What follows belongs to an exercise in optimizing a design on an open flow for a short achievable clock period and few clock cycles; a production flow would make more cautious choices. In this exercise RTL edits were held to simulation tests only and were not proved equivalent to the original. Power figures rest on the tool's default switching activity, not on a simulated workload.

==> inputs of trial 69 <==
Design pipeline, start of the top module:
module pipeline (
    input wire clk,
    input wire reset,                         
    output wire [31:0] imem_addr,
    input wire [31:0] imem_data,
    output wire [31:0] dmem_addr,
    output wire [31:0] dmem_wdata,
    output wire dmem_we,
    input wire [31:0] dmem_rdata,
    output wire reg_write_out,
    output wire [4:0] write_reg_out,
    output wire [31:0] write_data_out
);
==> module pipeline, before the edit <==
module pipeline (
    input wire clk,
    input wire reset,                         
    output wire [31:0] imem_addr,
    input wire [31:0] imem_data,
    output wire [31:0] dmem_addr,
    output wire [31:0] dmem_wdata,
    output wire dmem_we,
    input wire [31:0] dmem_rdata,
    output wire reg_write_out,
    output wire [4:0] write_reg_out,
    output wire [31:0] write_data_out
);
    reg [31:0] pc;
    reg        fd_v;
    reg [31:0] fd_ins, fd_tgt;
    reg [31:1] fd_rsoh, fd_rtoh;              
    reg        de_v, de_wr, de_ld, de_st, de_br, de_sub;
    reg [4:0]  de_dst;
    reg [31:0] de_a, de_b, de_s, de_tgt;
    reg        de_fa, de_fb, de_fs, de_fsl;
    reg        de_oadd, de_osub, de_oand, de_oor, de_oslt;
    reg        em_wr, em_ld, em_st;
    reg [4:0]  em_dst;
    reg [31:0] em_res, em_addr, em_sd;
    reg        mw_wr;
    reg [4:0]  mw_dst;
    reg [31:0] mw_val, mw_out;
    reg [31:0] rf [1:31];
    wire [31:0] pc1    = pc + 32'd1;
    wire [31:0] f_tgt  = pc1 + {{16{imem_data[15]}}, imem_data[15:0]};
    wire        f_jump = imem_data[31:26] == 6'h04 && imem_data[25:21] == imem_data[20:16];
    assign imem_addr = pc;
    wire [5:0] op = fd_ins[31:26];
    wire [5:0] fn = fd_ins[5:0];
    wire [4:0] rs = fd_ins[25:21];
    wire [4:0] rt = fd_ins[20:16];
    wire [4:0] rd = fd_ins[15:11];
    wire [31:0] imm = {{16{fd_ins[15]}}, fd_ins[15:0]};
    wire isR = op == 6'h00;
    wire isL = op == 6'h23;
    wire isS = op == 6'h2B;
    wire isB = op == 6'h04 && rs != rt;       
    wire useA = isR | isL | isS | isB;
    wire useB = isR | isB;
    wire [4:0] dst = isR ? rd : rt;
    wire wr = (isR | isL) && dst != 5'd0;
    wire eA = de_v && de_wr && de_dst == rs;
    wire eB = de_v && de_wr && de_dst == rt;
    wire mA = em_wr && em_dst == rs;
    wire mB = em_wr && em_dst == rt;
    wire wA = mw_wr && mw_dst == rs;
    wire wB = mw_wr && mw_dst == rt;
    reg [31:0] rfA, rfB;
    integer k;
    always @(*) begin
        rfA = 32'd0;
        rfB = 32'd0;
        for (k = 1; k < 32; k = k + 1) begin
            rfA = rfA | ({32{fd_rsoh[k]}} & rf[k]);
            rfB = rfB | ({32{fd_rtoh[k]}} & rf[k]);
        end
    end
    wire [31:0] vA = mA ? (em_ld ? dmem_rdata : em_res) : wA ? mw_val : rfA;
    wire [31:0] vB = mB ? (em_ld ? dmem_rdata : em_res) : wB ? mw_val : rfB;
    wire stall = fd_v && de_v && de_ld && ((useA && eA) || (useB && eB));
    wire dv    = fd_v && !stall;
    wire d_fuse = isB && de_sub &&
                  ((rs == de_dst && rt == 5'd0) || (rt == de_dst && rs == 5'd0));
    wire [31:0] xa = de_fa ? em_res : de_a;
    wire [31:0] xb = de_fb ? em_res : de_b;
    wire [31:0] s_add = xa + xb;
    wire [32:0] s_sub = {1'b0, xa} - {1'b0, xb};
    wire [31:0] res = ({32{de_oadd}} & s_add) |
                      ({32{de_osub}} & s_sub[31:0]) |
                      ({32{de_oand}} & (xa & xb)) |
                      ({32{de_oor}}  & (xa | xb)) |
                      {31'd0, de_oslt & s_sub[32]};
    wire e_eq = xa == xb;
    wire misE = e_eq && de_br;
    wire misD = e_eq && !de_br && dv && d_fuse;
    wire [31:0] base = stall ? pc : f_jump ? f_tgt : pc1;
    wire [31:0] redir = de_br ? de_tgt : fd_tgt;
    always @(posedge clk) begin
        if (reset)
            pc <= 32'd0;
        else if (e_eq && (de_br || (dv && d_fuse)))
            pc <= redir;
        else
            pc <= base;
    end
    integer j;
    always @(posedge clk) begin
        if (reset || misE || misD)
            fd_v <= 1'b0;
        else if (!stall)
            fd_v <= 1'b1;
        if (!stall) begin
            fd_ins <= imem_data;
            fd_tgt <= f_tgt;
            for (j = 1; j < 32; j = j + 1) begin
                fd_rsoh[j] <= imem_data[25:21] == j;
                fd_rtoh[j] <= imem_data[20:16] == j;
            end
        end
    end
    wire go = dv && !misE && !reset;
    always @(posedge clk) begin
        de_v   <= go;
        de_wr  <= go && wr;
        de_ld  <= go && isL;
        de_st  <= go && isS;
        de_br  <= go && isB && !d_fuse;
        de_sub <= go && wr && isR && fn == 6'h22;
        de_dst <= dst;
        de_a   <= vA;
        de_b   <= (isL || isS) ? imm : vB;
        de_s   <= vB;
        de_tgt <= fd_tgt;
        de_fa  <= eA;
        de_fb  <= eB && useB;
        de_fs  <= eB && !de_ld;
        de_fsl <= eB && de_ld;
        de_oadd <= isL || isS || (isR && fn == 6'h20);
        de_osub <= isR && fn == 6'h22;
        de_oand <= isR && fn == 6'h24;
        de_oor  <= isR && fn == 6'h25;
        de_oslt <= isR && fn == 6'h2A;
    end
    always @(posedge clk) begin
        em_wr   <= de_v && de_wr && !reset;
        em_ld   <= de_v && de_ld && !reset;
        em_st   <= de_v && de_st && !reset;
        em_dst  <= de_dst;
        em_res  <= res;
        em_addr <= s_add;
        em_sd   <= de_fsl ? dmem_rdata : de_fs ? em_res : de_s;
    end
    assign dmem_addr  = em_addr;
    assign dmem_wdata = em_sd;
    assign dmem_we    = em_st;
    always @(posedge clk) begin
        mw_wr  <= em_wr && !reset;
        mw_dst <= em_dst;
        mw_val <= em_ld ? dmem_rdata : em_res;
        if (em_wr)
            mw_out <= em_ld ? dmem_rdata : em_res;
    end
    always @(posedge clk) begin
        if (mw_wr)
            rf[mw_dst] <= mw_val;
    end
    assign reg_write_out  = mw_wr;
    assign write_reg_out  = mw_dst;
    assign write_data_out = mw_out;
endmodule
==> flow/config.mk <==
export PLATFORM = sky130hd
export DESIGN_NAME = pipeline
export DESIGN_NICKNAME = pipeline
export VERILOG_FILES = /design/flow/design.v
export SDC_FILE = /design/flow/constraint.sdc
export NUM_CORES = 4
export LEC_CHECK = 0
export ABC_CLOCK_PERIOD_IN_PS = 2500
export CAP_MARGIN = 20
export CORE_MARGIN = 2
export CORE_UTILIZATION = 40
export SETUP_SLACK_MARGIN = 5
export SLEW_MARGIN = 20
==> flow/constraint.sdc <==
create_clock -name core_clock -period 8.0 [get_ports {clk}]
set_input_delay 1.6000 -clock core_clock [delete_from_list [all_inputs] [get_ports {clk}]]
set_output_delay 1.6000 -clock core_clock [all_outputs]
set_load 0.01 [all_outputs]
run.sh (not shown) runs the stock make flow with config.mk's settings and CLKGATE_MAP_FILE= SYNTH_SCRIPT=/design/flow/synth_recipe.tcl, a recipe that flattens the netlist after the stock synthesis.
==> trial 48 (differences from trial 69) <==
--- a/flow/design.v
+++ b/flow/design.v
@@ -1 +1,32 @@
+`timescale 1ns / 1ps
+module ks_add #(parameter W = 32) (
+    input  wire [W-1:0] a,
+    input  wire [W-1:0] b,
+    input  wire         cin,
+    output wire [W-1:0] sum,
+    output wire         cout
+);
+    parameter L = 6;    
+    wire [W:0] g [0:L];
+    wire [W:0] p [0:L];
+    wire [W-1:0] x = a ^ b;
+    assign g[0] = {a & b, cin};
+    assign p[0] = {x, 1'b0};
+    genvar l, i;
+    generate
+        for (l = 0; l < L; l = l + 1) begin : lvl
+            for (i = 0; i <= W; i = i + 1) begin : bitn
+                if (i >= (1 << l)) begin : op
+                    assign g[l+1][i] = g[l][i] | (p[l][i] & g[l][i-(1<<l)]);
+                    assign p[l+1][i] = p[l][i] & p[l][i-(1<<l)];
+                end else begin : pass
+                    assign g[l+1][i] = g[l][i];
+                    assign p[l+1][i] = p[l][i];
+                end
+            end
+        end
+    endgenerate
+    assign sum  = x ^ g[L][W-1:0];
+    assign cout = g[L][W];
+endmodule
 `timescale 1ns / 1ps
@@ -30,4 +61,7 @@
     reg [31:0] rf [1:31];
-    wire [31:0] pc1    = pc + 32'd1;
-    wire [31:0] f_tgt  = pc1 + {{16{imem_data[15]}}, imem_data[15:0]};
+    wire [31:0] pc1, f_tgt;
+    wire        pc1_c, f_tgt_c;
+    ks_add #(32) add_pc1 (.a(pc), .b(32'd0), .cin(1'b1), .sum(pc1), .cout(pc1_c));
+    ks_add #(32) add_tgt (.a(pc), .b({{16{imem_data[15]}}, imem_data[15:0]}), .cin(1'b1),
+                          .sum(f_tgt), .cout(f_tgt_c));
     wire        f_jump = imem_data[31:26] == 6'h04 && imem_data[25:21] == imem_data[20:16];
@@ -72,9 +106,11 @@
     wire [31:0] xb = de_fb ? em_res : de_b;
-    wire [31:0] s_add = xa + xb;
-    wire [32:0] s_sub = {1'b0, xa} - {1'b0, xb};
+    wire [31:0] s_add, s_sub;
+    wire        c_add, c_sub;
+    ks_add #(32) add_e (.a(xa), .b(xb),  .cin(1'b0), .sum(s_add), .cout(c_add));
+    ks_add #(32) sub_e (.a(xa), .b(~xb), .cin(1'b1), .sum(s_sub), .cout(c_sub));
     wire [31:0] res = ({32{de_oadd}} & s_add) |
-                      ({32{de_osub}} & s_sub[31:0]) |
+                      ({32{de_osub}} & s_sub) |
                       ({32{de_oand}} & (xa & xb)) |
                       ({32{de_oor}}  & (xa | xb)) |
-                      {31'd0, de_oslt & s_sub[32]};
+                      {31'd0, de_oslt & !c_sub};
     wire e_eq = xa == xb;
SYNTH_HIERARCHICAL = 1   (was unset)
SYNTH_MINIMUM_KEEP_SIZE = 0   (was unset)
==> run notes <==
| metric | trial 69 | trial 48 |
|---|---|---|
| Initial antenna violation count | 7 | 2 |
| Register area | 41200 um2 | 41200 um2 |
| Cell Int Power | 0.0142 W | 0.0148 W |
| Pre-CTS worst setup slack | 3.08 ns | 2.60 ns |
| Global-route wire length before repair | 396 mm | 411 mm |
| Crit path launch | pc[6]$_SDFFE_PP0P_ | de_fa$_DFF_P_ |
| Worst setup slack for register-to-register paths | 4.24 ns | 4.35 ns |
| Count of clock-net buffers in the final layout | 192 | 222 |
| Plain + repair buffers | 686 | 555 |
| Nets | 5637 | 5994 |
| P_clk | 0.00712 W | 0.00726 W |
| Share of the cycle needed by the critical path after routing | 47.0% | 45.6% |
| Syn avg cell area | 13.0 um2 | 12.6 um2 |
| Die area | 164000 um2 | 171000 um2 |
| Result of the run | finished clean | finished clean |
| Final cell count without fillers | 7728 | 8070 |
| Area of combinational cells with multiple inputs | 25700 um2 | 27800 um2 |
| Number of detailed-route iterations in the first pass | 11 | 10 |
| Share of cell area taken by multi-input logic gates | 31.5% | 33.9% |
| Post-CTS resize count | 951 | 820 |
| Rel. slew slack | 22.8% | 22.6% |
| Post-placement cell count | 7111 | 7545 |
| Number of placement rows | 147 | 150 |
| Register-to-Register Path Depth | 16 | 12 |
| Area growth from synthesis to layout | 26.8% | 22.0% |
| Critical path's slowest cell | a2111o_1 | nor4_1 |
Testbench counts of trial 69, summed over its fixed seeds: cycles 10,255.
Testbench counts of trial 48, summed over its fixed seeds: cycles 10,255.

[static timing again, ports no longer ideal]
The results above use ideal ports. As a check the final layouts listed here were re-extracted and re-timed, cells and wires unchanged. Step 1, drivers: a clkbuf_16 drives clk and a buf_2 each remaining input, both assumed. Step 2 adds t to the input delays and takes it off the output delays; t is the mean of the earliest and latest rising clock arrival at the registers after step 1. Input paths then give back, and output paths get back, about the clock's delay inside the block. Slacks: ideal / step 1 / step 2; pairs: ideal / step 1.
run | t, ns | setup WS [ns] | worst setup path at the end | latest minus earliest clock arrival (ns) | worst data-port slew with drivers (ns)
trial 69 | 0.873 | 4.240 / 4.240 / 3.587 | input to register | 0.050 / 0.050 | 0.05
trial 48 | 0.883 | 4.355 / 4.355 / 3.715 | input to register | 0.040 / 0.040 | 0.08
After both steps setup and hold are still met in every run listed. For trial 69, which loses most, drivers alone change the setup slack by 0.000 ns; drivers and shift together by -0.653 ns.
